What follows belongs to an exercise in optimizing a design on an open flow for small area and a short achievable clock period; a production flow would make more cautious choices. The RTL was checked by simulation tests, not by an equivalence proof against the original design.

==> flow/design.v (outline; a module is shown in full before it is edited, if it fits) <==
// module ex2_1: 1904 lines
// module ex2_1_fa: 4 lines
// module ex2_1_ha: 4 lines
// module ex2_1_pgi: 4 lines
// module ex2_1_pgn: 4 lines
// module ex2_1_gt: 4 lines
// module ex2_1_x: 3 lines
// module ex2_1_xn: 3 lines
module ex2_1 (
	      input 		  clk, rst, validi,
	      input [31:0] 	  data_in,
	      output logic 	  valido,
	      output logic [31:0] data_out
	      );
  // ...
==> flow/flow/run.sh <==
#!/bin/bash
# The standard layout, except that the port buffers are plain buf_2 cells rather
# than the delay cells buffer_ports picks by default. make's full output goes to flow_make.log.
set -euo pipefail
bash standard.sh "BUFFER_PORTS_ARGS=-buffer_cell sky130_fd_sc_hd__buf_2" finish > flow_make.log 2>&1
==> flow/standard.sh <==
#!/bin/bash
# synth_recipe.tcl (not shown) runs the flow's synth.tcl, then flattens the netlist and writes it again
# the make line also repeats each setting of config.mk as NAME=value (left out here)
make -C /OpenROAD-flow-scripts/flow DESIGN_CONFIG=/design/flow/config.mk WORK_HOME=/design/flow/orfs CLKGATE_MAP_FILE= SYNTH_SCRIPT=/design/flow/synth_recipe.tcl "${@:-finish}"
==> flow/config.mk <==
export PLATFORM = sky130hd
export DESIGN_NAME = ex2_1
export DESIGN_NICKNAME = ex2_1
export VERILOG_FILES = /design/flow/design.v
export SDC_FILE = /design/flow/constraint.sdc
export NUM_CORES = 4
export LEC_CHECK = 0
export CAP_MARGIN = 20
export CORE_MARGIN = 2
export CORE_UTILIZATION = 40
export SETUP_SLACK_MARGIN = 4.6
export SLEW_MARGIN = 20
export SYNTH_HIERARCHICAL = 1
export TNS_END_PERCENT = 0
==> flow/constraint.sdc <==
create_clock -name core_clock -period 8.0 [get_ports {clk}]
set_input_delay 1.6000 -clock core_clock [delete_from_list [all_inputs] [get_ports {clk}]]
set_output_delay 1.6000 -clock core_clock [all_outputs]
set_load 0.01 [all_outputs]
==> results.py, run 1 <==
metrics = {
    "routing": {
        "viasPerCell": 5.62,
        "firstDrtPassIters": 6,
        "wl_met3_um": 3460,
    },
    "setup_path": {
        "critPathKind": "reg2reg",
        "crit_start": "q75$_DFF_P_",
        "path_delay_family": "adder cells",
        "path_cells": "fa_2 -> fa_1 -> fa_1 -> fa_2 -> buf_4 -> nand2_4 -> o21ai_4 -> a21oi_2 -> o21ai_2 -> a21oi_2 -> o21ai_4 -> buf_4 -> xor2_2",
        "arrival_ns": 3.85,
        "reg2reg_depth": 13,
        "crit_path_max_fanout": 2,
    },
    "timing": {
        "maxSlewHeadroom_pct": 28.3,
        "finalSetupViolCount": 0,
        "maxClockFrequency_ghz": 0.285,
        "fin_ws_ns": 4.49,
        "setup-tns-final_ns": 0,
    },
    "die": {
        "ios": 68,
        "initial_core_util_pct": 40.5,
        "core_area_mm2": 0.0396,
    },
    "cells_and_area": {
        "finalNonFillerCells": 2054,
        "multi_input_area_share_pct": 69.0,
        "reg_top3": "a (32), data_out (32), cnt (2)",
        "antenna_cells": 0,
        "seq_share_pct": 18.9,
        "syn_to_final_growth_pct": 11.4,
        "multi_input_area_mm2": 0.0123,
        "design_area_mm2": 0.0179,
        "largest_class": "multi-input gates",
    },
    "run_status": {
        "status": "complete, no violations",
    },
    "grt": {
        "grt.met3_usage_pct": 3.70,
        "antenna_found_initial": 0,
        "grt_use_total_pct": 23.7,
    },
    "cts": {
        "cts_tree": "built",
        "clkSinkCount": 168,
        "cts.repair.resized": 72,
        "cts_setup_buffers": 9,
    },
    "worst_hold_path": {
        "hp-start": "cnt[0]$_DFF_PP0_",
    },
    "job": {
        "drv_cap": 0,
    },
    "placement": {
        "place_congestion": 0.900,
    },
}
==> inputs of run 2 (changes only) <==
--- a/flow/design.v
+++ b/flow/design.v
@@ -1004,38 +1004,41 @@
    wire gi62, pi62;
    wire xg63, xp63;
    wire gi64, pi64;
    wire xg65, xp65;
    wire xg66, xp66;
    wire xg67, xp67;
    wire xg68, xp68;
    wire xg69, xp69;
+   wire gq2, tq2;
    wire xg70, xp70;
    wire xg71, xp71;
+   wire gq6, tq6;
    wire xg72, xp72;
+   wire gq8, tq8;
    wire xg73, xp73;
    wire xg74, xp74;
    wire xg75, xp75;
    wire xg76, xp76;
    wire xg77, xp77;
-   wire gi78, pi78;
+   wire gq18, tq18;
+   wire xg78, xp78;
+   wire gq20, tq20;
    wire xg79, xp79;
-   wire gi80, pi80;
+   wire gq22, tq22;
+   wire xg80, xp80;
+   wire gq24, tq24;
    wire xg81, xp81;
-   wire gi82, pi82;
+   wire gq26, tq26;
+   wire xg82, xp82;
+   wire gq28, tq28;
    wire xg83, xp83;
-   wire gi84, pi84;
-   wire xg85, xp85;
-   wire gi86, pi86;
-   wire xg87, xp87;
-   wire gi88, pi88;
-   wire xg89, xp89;
-   wire gi90, pi90;
-   wire xg91, xp91;
+   wire gq30, tq30;
+   wire xg84, xp84;
    always_ff @(posedge clk) begin
       a <= data_in;
       q0 <= bn0;
       q1 <= pp1;
       q2 <= pp2;
       q3 <= s273;
       q4 <= s275;
       q5 <= s279;
@@ -1835,77 +1838,73 @@
    ex2_1_pgn ug63 (.gnh(xg54), .pnh(xp54), .gnl(gi62), .pnl(1'b0), .g(xg63), .p(xp63));
    assign gi64 = ~xg34;
    assign pi64 = ~xp34;
    ex2_1_pgn ug65 (.gnh(xg55), .pnh(xp55), .gnl(gi64), .pnl(1'b0), .g(xg65), .p(xp65));
    ex2_1_pgn ug66 (.gnh(xg56), .pnh(xp56), .gnl(xg47), .pnl(1'b0), .g(xg66), .p(xp66));
    ex2_1_pgn ug67 (.gnh(xg57), .pnh(xp57), .gnl(xg49), .pnl(1'b0), .g(xg67), .p(xp67));
    ex2_1_pgn ug68 (.gnh(xg58), .pnh(xp58), .gnl(xg50), .pnl(1'b0), .g(xg68), .p(xp68));
    ex2_1_pgn ug69 (.gnh(xg59), .pnh(xp59), .gnl(xg51), .pnl(1'b0), .g(xg69), .p(xp69));
-   ex2_1_pgn ug70 (.gnh(gn0[2]), .pnh(tn0[2]), .gnl(gi32), .pnl(1'b0), .g(xg70), .p(xp70));
+   ex2_1_gtp ugq2 (.a(ra[2]), .b(rb[2]), .g(gq2), .t(tq2));
+   ex2_1_pgi ug70 (.gh(gq2), .ph(tq2), .gl(xg1), .pl(1'b1), .gn(xg70), .pn(xp70));
    ex2_1_pgn ug71 (.gnh(gn0[4]), .pnh(tn0[4]), .gnl(xg17), .pnl(1'b0), .g(xg71), .p(xp71));
-   ex2_1_pgn ug72 (.gnh(gn0[6]), .pnh(tn0[6]), .gnl(gi62), .pnl(1'b0), .g(xg72), .p(xp72));
-   ex2_1_pgn ug73 (.gnh(gn0[8]), .pnh(tn0[8]), .gnl(gi64), .pnl(1'b0), .g(xg73), .p(xp73));
+   ex2_1_gtp ugq6 (.a(ra[6]), .b(rb[6]), .g(gq6), .t(tq6));
+   ex2_1_pgi ug72 (.gh(gq6), .ph(tq6), .gl(xg33), .pl(1'b1), .gn(xg72), .pn(xp72));
+   ex2_1_gtp ugq8 (.a(ra[8]), .b(rb[8]), .g(gq8), .t(tq8));
+   ex2_1_pgi ug73 (.gh(gq8), .ph(tq8), .gl(xg34), .pl(1'b1), .gn(xg73), .pn(xp73));
    ex2_1_pgn ug74 (.gnh(gn0[10]), .pnh(tn0[10]), .gnl(xg47), .pnl(1'b0), .g(xg74), .p(xp74));
    ex2_1_pgn ug75 (.gnh(gn0[12]), .pnh(tn0[12]), .gnl(xg49), .pnl(1'b0), .g(xg75), .p(xp75));
    ex2_1_pgn ug76 (.gnh(gn0[14]), .pnh(tn0[14]), .gnl(xg50), .pnl(1'b0), .g(xg76), .p(xp76));
    ex2_1_pgn ug77 (.gnh(gn0[16]), .pnh(tn0[16]), .gnl(xg51), .pnl(1'b0), .g(xg77), .p(xp77));
-   assign gi78 = ~xg60;
-   assign pi78 = ~xp60;
-   ex2_1_pgn ug79 (.gnh(gn0[18]), .pnh(tn0[18]), .gnl(gi78), .pnl(1'b0), .g(xg79), .p(xp79));
-   assign gi80 = ~xg61;
-   assign pi80 = ~xp61;
-   ex2_1_pgn ug81 (.gnh(gn0[20]), .pnh(tn0[20]), .gnl(gi80), .pnl(1'b0), .g(xg81), .p(xp81));
-   assign gi82 = ~xg63;
-   assign pi82 = ~xp63;
-   ex2_1_pgn ug83 (.gnh(gn0[22]), .pnh(tn0[22]), .gnl(gi82), .pnl(1'b0), .g(xg83), .p(xp83));
-   assign gi84 = ~xg65;
-   assign pi84 = ~xp65;
-   ex2_1_pgn ug85 (.gnh(gn0[24]), .pnh(tn0[24]), .gnl(gi84), .pnl(1'b0), .g(xg85), .p(xp85));
-   assign gi86 = ~xg66;
-   assign pi86 = ~xp66;
-   ex2_1_pgn ug87 (.gnh(gn0[26]), .pnh(tn0[26]), .gnl(gi86), .pnl(1'b0), .g(xg87), .p(xp87));
-   assign gi88 = ~xg67;
-   assign pi88 = ~xp67;
-   ex2_1_pgn ug89 (.gnh(gn0[28]), .pnh(tn0[28]), .gnl(gi88), .pnl(1'b0), .g(xg89), .p(xp89));
-   assign gi90 = ~xg68;
-   assign pi90 = ~xp68;
-   ex2_1_pgn ug91 (.gnh(gn0[30]), .pnh(tn0[30]), .gnl(gi90), .pnl(1'b0), .g(xg91), .p(xp91));
+   ex2_1_gtp ugq18 (.a(ra[18]), .b(rb[18]), .g(gq18), .t(tq18));
+   ex2_1_pgi ug78 (.gh(gq18), .ph(tq18), .gl(xg60), .pl(1'b1), .gn(xg78), .pn(xp78));
+   ex2_1_gtp ugq20 (.a(ra[20]), .b(rb[20]), .g(gq20), .t(tq20));
+   ex2_1_pgi ug79 (.gh(gq20), .ph(tq20), .gl(xg61), .pl(1'b1), .gn(xg79), .pn(xp79));
+   ex2_1_gtp ugq22 (.a(ra[22]), .b(rb[22]), .g(gq22), .t(tq22));
+   ex2_1_pgi ug80 (.gh(gq22), .ph(tq22), .gl(xg63), .pl(1'b1), .gn(xg80), .pn(xp80));
+   ex2_1_gtp ugq24 (.a(ra[24]), .b(rb[24]), .g(gq24), .t(tq24));
+   ex2_1_pgi ug81 (.gh(gq24), .ph(tq24), .gl(xg65), .pl(1'b1), .gn(xg81), .pn(xp81));
+   ex2_1_gtp ugq26 (.a(ra[26]), .b(rb[26]), .g(gq26), .t(tq26));
+   ex2_1_pgi ug82 (.gh(gq26), .ph(tq26), .gl(xg66), .pl(1'b1), .gn(xg82), .pn(xp82));
+   ex2_1_gtp ugq28 (.a(ra[28]), .b(rb[28]), .g(gq28), .t(tq28));
+   ex2_1_pgi ug83 (.gh(gq28), .ph(tq28), .gl(xg67), .pl(1'b1), .gn(xg83), .pn(xp83));
+   ex2_1_gtp ugq30 (.a(ra[30]), .b(rb[30]), .g(gq30), .t(tq30));
+   ex2_1_pgi ug84 (.gh(gq30), .ph(tq30), .gl(xg68), .pl(1'b1), .gn(xg84), .pn(xp84));
    assign sum[0] = p0[0];
    ex2_1_xn us1 (.a(p0[1]), .b(gn0[0]), .y(sum[1]));
    ex2_1_x us2 (.a(p0[2]), .b(xg1), .y(sum[2]));
-   ex2_1_x us3 (.a(p0[3]), .b(xg70), .y(sum[3]));
+   ex2_1_xn us3 (.a(p0[3]), .b(xg70), .y(sum[3]));
    ex2_1_xn us4 (.a(p0[4]), .b(xg17), .y(sum[4]));
    ex2_1_x us5 (.a(p0[5]), .b(xg71), .y(sum[5]));
    ex2_1_x us6 (.a(p0[6]), .b(xg33), .y(sum[6]));
-   ex2_1_x us7 (.a(p0[7]), .b(xg72), .y(sum[7]));
+   ex2_1_xn us7 (.a(p0[7]), .b(xg72), .y(sum[7]));
    ex2_1_x us8 (.a(p0[8]), .b(xg34), .y(sum[8]));
-   ex2_1_x us9 (.a(p0[9]), .b(xg73), .y(sum[9]));
+   ex2_1_xn us9 (.a(p0[9]), .b(xg73), .y(sum[9]));
    ex2_1_xn us10 (.a(p0[10]), .b(xg47), .y(sum[10]));
    ex2_1_x us11 (.a(p0[11]), .b(xg74), .y(sum[11]));
    ex2_1_xn us12 (.a(p0[12]), .b(xg49), .y(sum[12]));
    ex2_1_x us13 (.a(p0[13]), .b(xg75), .y(sum[13]));
    ex2_1_xn us14 (.a(p0[14]), .b(xg50), .y(sum[14]));
    ex2_1_x us15 (.a(p0[15]), .b(xg76), .y(sum[15]));
    ex2_1_xn us16 (.a(p0[16]), .b(xg51), .y(sum[16]));
    ex2_1_x us17 (.a(p0[17]), .b(xg77), .y(sum[17]));
    ex2_1_x us18 (.a(p0[18]), .b(xg60), .y(sum[18]));
-   ex2_1_x us19 (.a(p0[19]), .b(xg79), .y(sum[19]));
+   ex2_1_xn us19 (.a(p0[19]), .b(xg78), .y(sum[19]));
    ex2_1_x us20 (.a(p0[20]), .b(xg61), .y(sum[20]));
-   ex2_1_x us21 (.a(p0[21]), .b(xg81), .y(sum[21]));
+   ex2_1_xn us21 (.a(p0[21]), .b(xg79), .y(sum[21]));
    ex2_1_x us22 (.a(p0[22]), .b(xg63), .y(sum[22]));
-   ex2_1_x us23 (.a(p0[23]), .b(xg83), .y(sum[23]));
+   ex2_1_xn us23 (.a(p0[23]), .b(xg80), .y(sum[23]));
    ex2_1_x us24 (.a(p0[24]), .b(xg65), .y(sum[24]));
-   ex2_1_x us25 (.a(p0[25]), .b(xg85), .y(sum[25]));
+   ex2_1_xn us25 (.a(p0[25]), .b(xg81), .y(sum[25]));
    ex2_1_x us26 (.a(p0[26]), .b(xg66), .y(sum[26]));
-   ex2_1_x us27 (.a(p0[27]), .b(xg87), .y(sum[27]));
+   ex2_1_xn us27 (.a(p0[27]), .b(xg82), .y(sum[27]));
    ex2_1_x us28 (.a(p0[28]), .b(xg67), .y(sum[28]));
-   ex2_1_x us29 (.a(p0[29]), .b(xg89), .y(sum[29]));
+   ex2_1_xn us29 (.a(p0[29]), .b(xg83), .y(sum[29]));
    ex2_1_x us30 (.a(p0[30]), .b(xg68), .y(sum[30]));
-   ex2_1_x us31 (.a(p0[31]), .b(xg91), .y(sum[31]));
+   ex2_1_xn us31 (.a(p0[31]), .b(xg84), .y(sum[31]));
 endmodule
 module ex2_1_fa (input a, b, c, output s, co);
    assign s = a ^ b ^ c;
    assign co = (a & b) | (c & (a ^ b));
 endmodule
 module ex2_1_ha (input a, b, output s, co);
    assign s = a ^ b;
    assign co = a & b;
@@ -1913,16 +1912,23 @@
 module ex2_1_pgi (input gh, ph, gl, pl, output gn, pn);
    assign gn = ~(gh | (ph & gl));
    assign pn = ~(ph & pl);
 endmodule
 module ex2_1_pgn (input gnh, pnh, gnl, pnl, output g, p);
    assign g = ~(gnh & (pnh | gnl));
    assign p = ~(pnh | pnl);
 endmodule
+module ex2_1_ao (input a, b, c, output y);
+   assign y = a | (b & c);
+endmodule
+module ex2_1_gtp (input a, b, output g, t);
+   assign g = a & b;
+   assign t = a | b;
+endmodule
 module ex2_1_gt (input a, b, output gn, tn);
    assign gn = ~(a & b);
    assign tn = ~(a | b);
 endmodule
 module ex2_1_x (input a, b, output y);
    assign y = a ^ b;
 endmodule
 module ex2_1_xn (input a, b, output y);
==> run 2 against run 1 <==
  * Clock skew fell by 0.0022 ns
  * Non-clock buffer count is 3 lower
  * Synthesized cell count up 0.72%
  * Fmax grew 0.83%
  * Final cell count is 0.39% higher
  * Area after synthesis rose by 0.65%
  * Cell area down 0.13%
  * Sequential share of layout area about the same
  * First-iteration DRC count down 24%
  * Critical path depth decreased by 7
  * Critical endpoint is now q70$_DFF_P_
==> results.py, run 2 <==
metrics = {
    "cts": {
        "clk_latency_ns": 0.47,
        "clkSinkCount": 168,
        "cts-root-buf": "clkbuf_16",
        "ctsHtreeMaxLevel": 4,
        "cts_tree": "built",
        "cts.clk_slew.worst_paths_ns": 0.07,
        "clockBufferDepth": 2,
        "cts_buffers": 17,
        "holdBufCountCts": 0,
    },
    "die": {
        "die_area_mm2": 0.0420,
        "initial_core_util_pct": 40.6,
        "rows": 73,
        "die_x_um": 205,
        "ios": 68,
        "die_y_um": 205,
        "core_area_mm2": 0.0398,
    },
    "timing": {
        "maxClockFrequency_ghz": 0.287,
        "maxSlewViolCount": 0,
        "hold_viol_final": 0,
        "setup-tns-final_ns": 0,
        "finalSetupViolCount": 0,
        "tightest_slew_ns": 0.880,
        "rsz0062_at_grt": "true",
        "min_period_ns": 3.49,
        "timing.final.crit_share_pct": 43.6,
        "maxSlewHeadroom_pct": 41.3,
        "skew_ns": 0.0135,
    },
    "routing": {
        "totalWireLength_um": 46600,
        "ant_nets": 0,
        "vias": 11400,
        "wl_per_cell_um": 22.6,
        "viasPerCell": 5.55,
        "drtIter0Drc": 794,
        "firstDrtPassIters": 6,
        "drc": 0,
    },
    "grt": {
        "grt_pass1_vias": 11600,
        "overflow": 0,
        "grt_pass1_wl_um": 70500,
        "grt_max_degree": 67,
        "antenna_found_initial": 0,
        "grt_use_total_pct": 22.6,
    },
    "setup_path": {
        "reg2reg_slack_ns": 4.55,
        "crit_required_ns": 8.35,
        "crit_path_start_kind": "input port",
        "crit_path_max_fanout": 28,
        "max_stage_delay_ns": 0.57,
        "slowest_stage": "fa_1",
        "path_cells": "buf_4 -> a22oi_2 -> xnor2_1 -> fa_2 -> fa_1 -> fa_1",
        "reg2reg_depth": 13,
        "critPathKind": "in2reg",
        "arrival_ns": 3.84,
        "crit_path_end_kind": "flip-flop",
        "r2r-start": "q75$_DFF_P_",
        "cpMostUsedCell": "fa_1",
        "r2r-end": "data_out[30]$_DFF_P_",
    },
    "logic_synthesis": {
        "syn_inst": 1536,
        "syn_nets": 1853,
        "avgSynthCellArea_um2": 10.5,
        "syn_area_mm2": 0.0162,
        "yosys_warnings": 7,
    },
    "job": {
        "drv_cap": 0,
    },
    "cells_and_area": {
        "antenna_cells": 0,
        "reg_top3": "a (32), data_out (32), cnt (2)",
        "final_nets": 1842,
        "syn_to_final_growth_pct": 10.6,
        "drive_gt1_share_pct": 18.8,
        "final_cell_mix": "xnor2_1, fa_1, a22oi_1",
        "final_common_cell": "xnor2_1",
    },
    "placement": {
        "place_congestion": 0.867,
        "dp_hpwl_um": 33100,
        "io_buffers": 67,
    },
    "run_status": {
        "status": "complete, no violations",
    },
    "worst_hold_path": {
        "hp-start": "cnt[0]$_DFF_PP0_",
        "hp-class": "reg2reg",
        "whs_path_depth": 1,
        "hold_end": "cnt[0]$_DFF_PP0_",
    },
}
==> run 2: final cells by class <==
cell class              instances  area, um2
clock buffers                  23        488
clock inverters                 8        111
fillers                      3784      22000
inverters                      49        195
multi-input cells            1198      12400
flip-flops and latches        168       3380
well taps                     525        657
repair buffers                 91        641
==> run 2: worst max path at each step <==
stage | start | end | cells after the start
2_1_floorplan | data_in[6] | q70$_DFF_P_ | 7
4_1_cts | q81$_DFF_P_ | data_out[30]$_DFF_P_ | 12
3_3_place_gp | data_in[9] | data_out[27]$_DFF_P_ | 10
5_1_grt | q78$_DFF_P_ | data_out[29]$_DFF_P_ | 12
6_report | data_in[6] | q70$_DFF_P_ | 6
3_5_place_dp | data_in[7] | data_out[27]$_DFF_P_ | 10
==> run 2: per-stage QoR <==
stage	area [um2]	hold WS [ns]	instances	utilization [%]	worst slack, ns
after floorplan	16300	0.363	1536	-	4.27
after global placement	16700	0.419	2018	42.0	3.74
after detailed placement	16700	0.429	2018	42.0	3.68
after CTS	17500	0.438	2053	44.0	4.46
after global routing	17900	0.463	2062	44.9	4.46
final	17900	0.436	2062	44.9	4.51
==> run 2: per-layer routing <==
metal	GRT usage (%)	share of wire, %	vias to the layer above
met5	0	0	-
met2	37.0	48	427
met1	30.0	42	5834
li1	-	-	5117
met3	3.87	6.8	69
met4	8.76	3.1	0
==> run 2: worst max-delay path, delay by kind of cell <==
kind	cells	cell delay, ns
adders and majority gates	3	1.47
AOI/OAI and AO/OA	1	0.10
buffers and inverters	1	0.34
xor gates and xnor gates	1	0.30
==> run 2: timing repair <==
action,in CTS,in global routing
setup buffers,4,8
setup endpoints to repair,90,79
cloned,0,1
pin swaps,9,30
resized for setup,48,69
==> inputs of run 3 (changes only) <==
--- a/flow/config.mk
+++ b/flow/config.mk
@@ -8,7 +8,7 @@
 export CAP_MARGIN = 20
 export CORE_MARGIN = 2
 export CORE_UTILIZATION = 40
-export SETUP_SLACK_MARGIN = 4.6
+export SETUP_SLACK_MARGIN = 4.4
 export SLEW_MARGIN = 20
 export SYNTH_HIERARCHICAL = 1
 export TNS_END_PERCENT = 0
==> run 3 against run 2 <==
  * Worst setup slack worse by 0.080 ns
  * Clock skew hardly changed
  * Synthesized cell count unchanged
  * Still clean on timing, DRC and antenna
  * Register-to-register slack worse by 0.12 ns
  * Core utilization down 0.59 points
  * Critical path type is now reg2reg
  * Final cell count is 0.29% lower
  * Global-route usage shrank 0.058 points
  * Highest routed layer unchanged
  * Critical path depth is 7 higher
==> results.py, run 3 <==
metrics = {
    "setup_path": {
        "path_cells": "fa_2 -> fa_1 -> fa_1 -> fa_2 -> nor2_1 -> nor2_4 -> buf_4 -> a21oi_2 -> o21ai_2 -> a21oi_2 -> o21ai_4 -> a21oi_2 -> xnor2_1",
        "crit_path_max_fanout": 5,
        "crit_path_end_kind": "flip-flop",
        "crit_path_start_kind": "flip-flop",
        "reg2reg_slack_ns": 4.43,
        "cpMostUsedCell": "a21oi_2",
        "arrival_ns": 3.92,
        "max_stage_delay_ns": 0.52,
        "slowest_stage": "fa_2",
        "crit_required_ns": 8.36,
        "critPathKind": "reg2reg",
    },
    "cts": {
        "cts.clk_slew.worst_paths_ns": 0.07,
        "clk_latency_ns": 0.47,
        "ctsHtreeMaxLevel": 4,
        "holdBufCountCts": 0,
        "clkSinkCount": 168,
        "cts-root-buf": "clkbuf_16",
        "clockBufferDepth": 2,
        "cts_tree": "built",
        "cts_buffers": 17,
    },
    "logic_synthesis": {
        "syn_nets": 1853,
        "avgSynthCellArea_um2": 10.5,
        "syn_area_mm2": 0.0162,
        "syn_inst": 1536,
        "yosys_warnings": 7,
    },
    "timing": {
        "hold_viol_final": 0,
        "skew_ns": 0.0134,
        "rsz0062_at_grt": "true",
        "maxClockFrequency_ghz": 0.280,
        "maxSlewViolCount": 0,
        "timing.final.crit_share_pct": 44.6,
        "setup-tns-final_ns": 0,
        "maxSlewHeadroom_pct": 30.0,
        "min_period_ns": 3.57,
        "finalSetupViolCount": 0,
        "holdWs_ns": 0.436,
        "tightest_slew_ns": 1.05,
    },
    "routing": {
        "viasPerCell": 5.54,
        "vias": 11400,
        "totalWireLength_um": 45900,
        "firstDrtPassIters": 5,
        "wl_per_cell_um": 22.3,
        "ant_nets": 0,
        "drtIter0Drc": 831,
        "drc": 0,
    },
    "cells_and_area": {
        "finalNonFillerCells": 2056,
        "final_common_cell": "xnor2_1",
        "final_nets": 1836,
        "reg_top3": "a (32), data_out (32), cnt (2)",
        "post-route-util_pct": 44.3,
        "antenna_cells": 0,
        "design_area_mm2": 0.0176,
        "final_cell_mix": "xnor2_1, fa_1, a22oi_1",
        "drive_gt1_share_pct": 17.0,
        "syn_to_final_growth_pct": 9.12,
    },
    "placement": {
        "dpl_cell_area_mm2": 0.0167,
        "dp_hpwl_um": 33100,
        "dp_cells": 2018,
        "place_congestion": 0.867,
        "io_buffers": 67,
    },
    "die": {
        "die_x_um": 205,
        "die_area_mm2": 0.0420,
        "die_y_um": 205,
        "ios": 68,
        "initial_core_util_pct": 40.6,
        "rows": 73,
        "core_area_mm2": 0.0398,
    },
    "grt": {
        "grt_pass1_wl_um": 70400,
        "grt_max_degree": 67,
        "overflow": 0,
        "antenna_found_initial": 0,
        "grt_use_total_pct": 22.6,
        "grt_pass1_vias": 11500,
    },
    "job": {
        "drv_cap": 0,
    },
    "run_status": {
        "status": "complete, no violations",
    },
    "worst_hold_path": {
        "hp-class": "reg2reg",
    },
}
-- run 3: cell count changes in the layout (fill, tap and decap cells not counted), sizes merged --
cell	previous run	this run
clkbuf	24	40
buf	90	69
clkinv	4	5
o21ai	57	56
clkinvlp	3	2
-- run 3: critical path, delay by kind of cell (launching register included) --
family	cells	cell delay [ns]
flip-flops	1	0.32
AO/OA/AOI/OAI	5	0.69
AND/OR/NAND/NOR	2	0.33
XOR/XNOR	1	0.09
adder cells (fa/ha/maj)	4	1.90
buffers and inverters	1	0.14
-- run 3: path summary, 6_finish.rpt --
check,start,endpoint,cells after the start
setup / recovery,q75$_DFF_P_,data_out[31]$_DFF_P_,13
hold / removal,cnt[0]$_DFF_PP0_,cnt[0]$_DFF_PP0_,1
setup reg to reg,q75$_DFF_P_,data_out[31]$_DFF_P_,13
hold reg to reg,cnt[0]$_DFF_PP0_,cnt[0]$_DFF_PP0_,1
max in group asynchronous,rst,cnt[1]$_DFF_PP0_,2
min in group asynchronous,rst,cnt[0]$_DFF_PP0_,2
-- run 3: routing by layer --
layer	up-vias	GRT usage [%]	share of wire, %
li1	5097	-	-
met1	5832	29.9	42
met2	412	36.8	48
met3	58	3.96	6.7
met4	0	8.71	2.9
met5	-	0	0
-- run 3: timing repair --
action / CTS / global route
resized for setup: 10 / 58
setup buffers: 0 / 7
setup endpoints to repair: 45 / 68
pin swaps: 0 / 13
endpoints found under the hold margin: 0 / 0
-- run 3: per-stage QoR --
| stage | setup slack [ns] |
|---|---|
| after global routing | 4.37 |
| final | 4.43 |
| after detailed placement | 3.68 |
| after global placement | 3.74 |
| after CTS | 4.24 |
| after floorplan | 4.27 |
-- run 3: layout make-up --
class                           instances  area (um2)
Tap cell                              525         657
Clock inverter                          8         111
Timing Repair Buffer                   86         548
Multi-Input combinational cell       1197       12300
Clock buffer                           23         488
Fill cell                            3803       22200
Sequential cell                       168        3380
Inverter                               49         190
==> inputs of run 4 (changes only) <==
==> flow/flow/run.sh (replaced) <==
#!/bin/bash
# The standard layout, with two changes: the port buffers are plain buf_2 cells rather
# than the delay cells buffer_ports picks by default, and timing repair may resize a cell to
# any drive strength (MATCH_CELL_FOOTPRINT=0), not only to cells of the same footprint.
# make's full output goes to flow_make.log.
set -euo pipefail
bash standard.sh "BUFFER_PORTS_ARGS=-buffer_cell sky130_fd_sc_hd__buf_2" MATCH_CELL_FOOTPRINT=0 finish > flow_make.log 2>&1
--- a/flow/config.mk
+++ b/flow/config.mk
@@ -8,7 +8,7 @@
 export CAP_MARGIN = 20
 export CORE_MARGIN = 2
 export CORE_UTILIZATION = 40
-export SETUP_SLACK_MARGIN = 4.4
+export SETUP_SLACK_MARGIN = 4.6
 export SLEW_MARGIN = 20
 export SYNTH_HIERARCHICAL = 1
 export TNS_END_PERCENT = 0
==> run 4 against run 3 <==
  * Clock skew down 0.0017 ns
  * Still clean
  * Highest routed layer unchanged
  * Synthesized cell count unchanged
  * Die area unchanged
  * First-iteration DRC count is 20% higher
  * Sequential share of layout area fell by 0.21 points
==> results.py, run 4 <==
metrics = {
    "cts": {
        "clockBufferDepth": 2,
        "holdBufCountCts": 0,
        "clkSinkCount": 168,
        "cts.clk_slew.worst_paths_ns": 0.07,
        "ctsHtreeMaxLevel": 4,
        "cts-root-buf": "clkbuf_16",
        "cts_tree": "built",
        "clk_latency_ns": 0.46,
        "cts_buffers": 17,
    },
    "cells_and_area": {
        "drive_gt1_share_pct": 19.7,
        "antenna_cells": 0,
        "multi_input_area_mm2": 0.0124,
        "reg_top3": "a (32), data_out (32), cnt (2)",
        "nFillCells": 3801,
        "finalNonFillerCells": 2064,
        "final_common_cell": "xnor2_1",
        "syn_to_final_growth_pct": 10.6,
        "seq_area_mm2": 0.00339,
        "final_nets": 1843,
        "final_cell_mix": "xnor2_1, fa_1, a22oi_1",
    },
    "timing": {
        "rsz0062_at_grt": "true",
        "setup-tns-final_ns": 0,
        "timing.final.crit_share_pct": 44.1,
        "hold_viol_final": 0,
        "finalSetupViolCount": 0,
        "skew_ns": 0.0117,
        "maxClockFrequency_ghz": 0.283,
        "min_period_ns": 3.53,
        "maxSlewViolCount": 0,
        "maxSlewHeadroom_pct": 38.3,
        "tightest_slew_ns": 0.924,
    },
    "die": {
        "die_x_um": 205,
        "initial_core_util_pct": 40.6,
        "die_area_mm2": 0.0420,
        "die_y_um": 205,
        "ios": 68,
        "core_area_mm2": 0.0398,
        "rows": 73,
    },
    "routing": {
        "ant_nets": 0,
        "viasPerCell": 5.64,
        "totalWireLength_um": 47300,
        "drc": 0,
        "wl_per_cell_um": 22.9,
        "firstDrtPassIters": 5,
        "drtIter0Drc": 996,
        "vias": 11600,
    },
    "setup_path": {
        "crit_path_max_fanout": 15,
        "crit_path_start_kind": "input port",
        "crit_required_ns": 8.33,
        "reg2reg_slack_ns": 4.51,
        "crit_path_end_kind": "flip-flop",
        "critPathKind": "in2reg",
        "arrival_ns": 3.86,
    },
    "grt": {
        "grt_pass1_vias": 12000,
        "overflow": 0,
        "grt_max_degree": 45,
        "grt_use_total_pct": 23.1,
        "antenna_found_initial": 0,
        "grt_pass1_wl_um": 72600,
    },
    "logic_synthesis": {
        "avgSynthCellArea_um2": 10.5,
        "syn_nets": 1853,
        "yosys_warnings": 7,
        "syn_area_mm2": 0.0162,
        "syn_inst": 1536,
    },
    "placement": {
        "dp_cells": 2018,
        "place_congestion": 0.879,
        "io_buffers": 67,
        "dp_hpwl_um": 33900,
    },
    "worst_hold_path": {
        "hp-class": "reg2reg",
    },
    "run_status": {
        "status": "complete, no violations",
    },
    "job": {
        "drv_cap": 0,
    },
}
run 4: area by class of cell:
type | count | share of cell area (%)
Tap cell | 525 | 3.68
Clock inverter | 12 | 0.645
Inverter | 49 | 1.11
Sequential cell | 168 | 19.0
Clock buffer | 20 | 2.61
Timing Repair Buffer | 92 | 3.58
Multi-Input combinational cell | 1198 | 69.4
run 4: metrics by stage:
step	utilization (%)	instance area (um2)	hold WS (ns)	setup WS [ns]
2_1_floorplan	-	16300	0.363	4.26
3_3_place_gp	42.0	16700	0.419	3.72
3_5_place_dp	42.0	16700	0.438	3.68
4_1_cts	44.0	17500	0.446	4.45
5_1_grt	44.8	17900	0.461	4.46
6_report	44.8	17900	0.441	4.47
run 4: repair_timing:
item,4_1_cts,5_1_grt
pin swaps,8,28
gates resized for setup,58,84
gates cloned,0,1
buffers inserted,4,9
endpoints found under the setup margin,106,79
run 4: path summary, 6_finish.rpt:
check	from	endpoint	cells after the start
hold / removal	cnt[0]$_DFF_PP0_	cnt[0]$_DFF_PP0_	1
setup reg to reg	q51$_DFF_P_	data_out[29]$_DFF_P_	12
max in group asynchronous	rst	valido$_DFF_PP0_	2
hold reg to reg	cnt[0]$_DFF_PP0_	cnt[0]$_DFF_PP0_	1
min in group asynchronous	rst	cnt[1]$_DFF_PP0_	2
setup / recovery	data_in[19]	q100$_DFF_P_	6
run 4: routing by layer:
metal	routed length (um)	vias up	track usage, %
met4	1310	0	8.14
met3	3350	64	3.55
li1	-	5112	-
met2	22800	498	37.6
met1	19800	5960	31.2
met5	0	-	0
run 4: worst max-delay path: stages:
cell	delay [ns]
clkbuf_4	0.30
a22oi_1	0.16
xnor2_1	0.21
fa_1	0.67
fa_1	0.47
fa_1	0.45

port drivers added, routing unchanged:
Ports are ideal in the flow. The routed layouts listed here were re-timed in OpenROAD. Step 1 (the two cells are an assumption about what drives the block):
set clk [get_ports {clk}]
set_driving_cell -lib_cell sky130_fd_sc_hd__clkbuf_16 $clk
set_driving_cell -lib_cell sky130_fd_sc_hd__buf_2 [delete_from_list [all_inputs] $clk]
Step 2 also shifts input and output timing later by t, the mid clock arrival at the registers, as if the neighbouring blocks saw the same clock. Three values: ideal, step 1, step 2; two values: the first two.
run | t (ns) | setup WS [ns] | worst setup path at the end
run 1 | 0.510 | 4.485 / 4.485 / 3.998 | input to register
run 2 | 0.512 | 4.514 / 4.539 / 4.026 | input to register
run 3 | 0.514 | 4.434 / 4.434 / 3.945 | input to register
run 4 | 0.501 | 4.471 / 4.489 / 3.988 | input to register
After both steps every run listed still meets setup and hold. The setup slack of run 3, which loses most, moves by 0.000 ns with the drivers and by -0.489 ns with both steps.
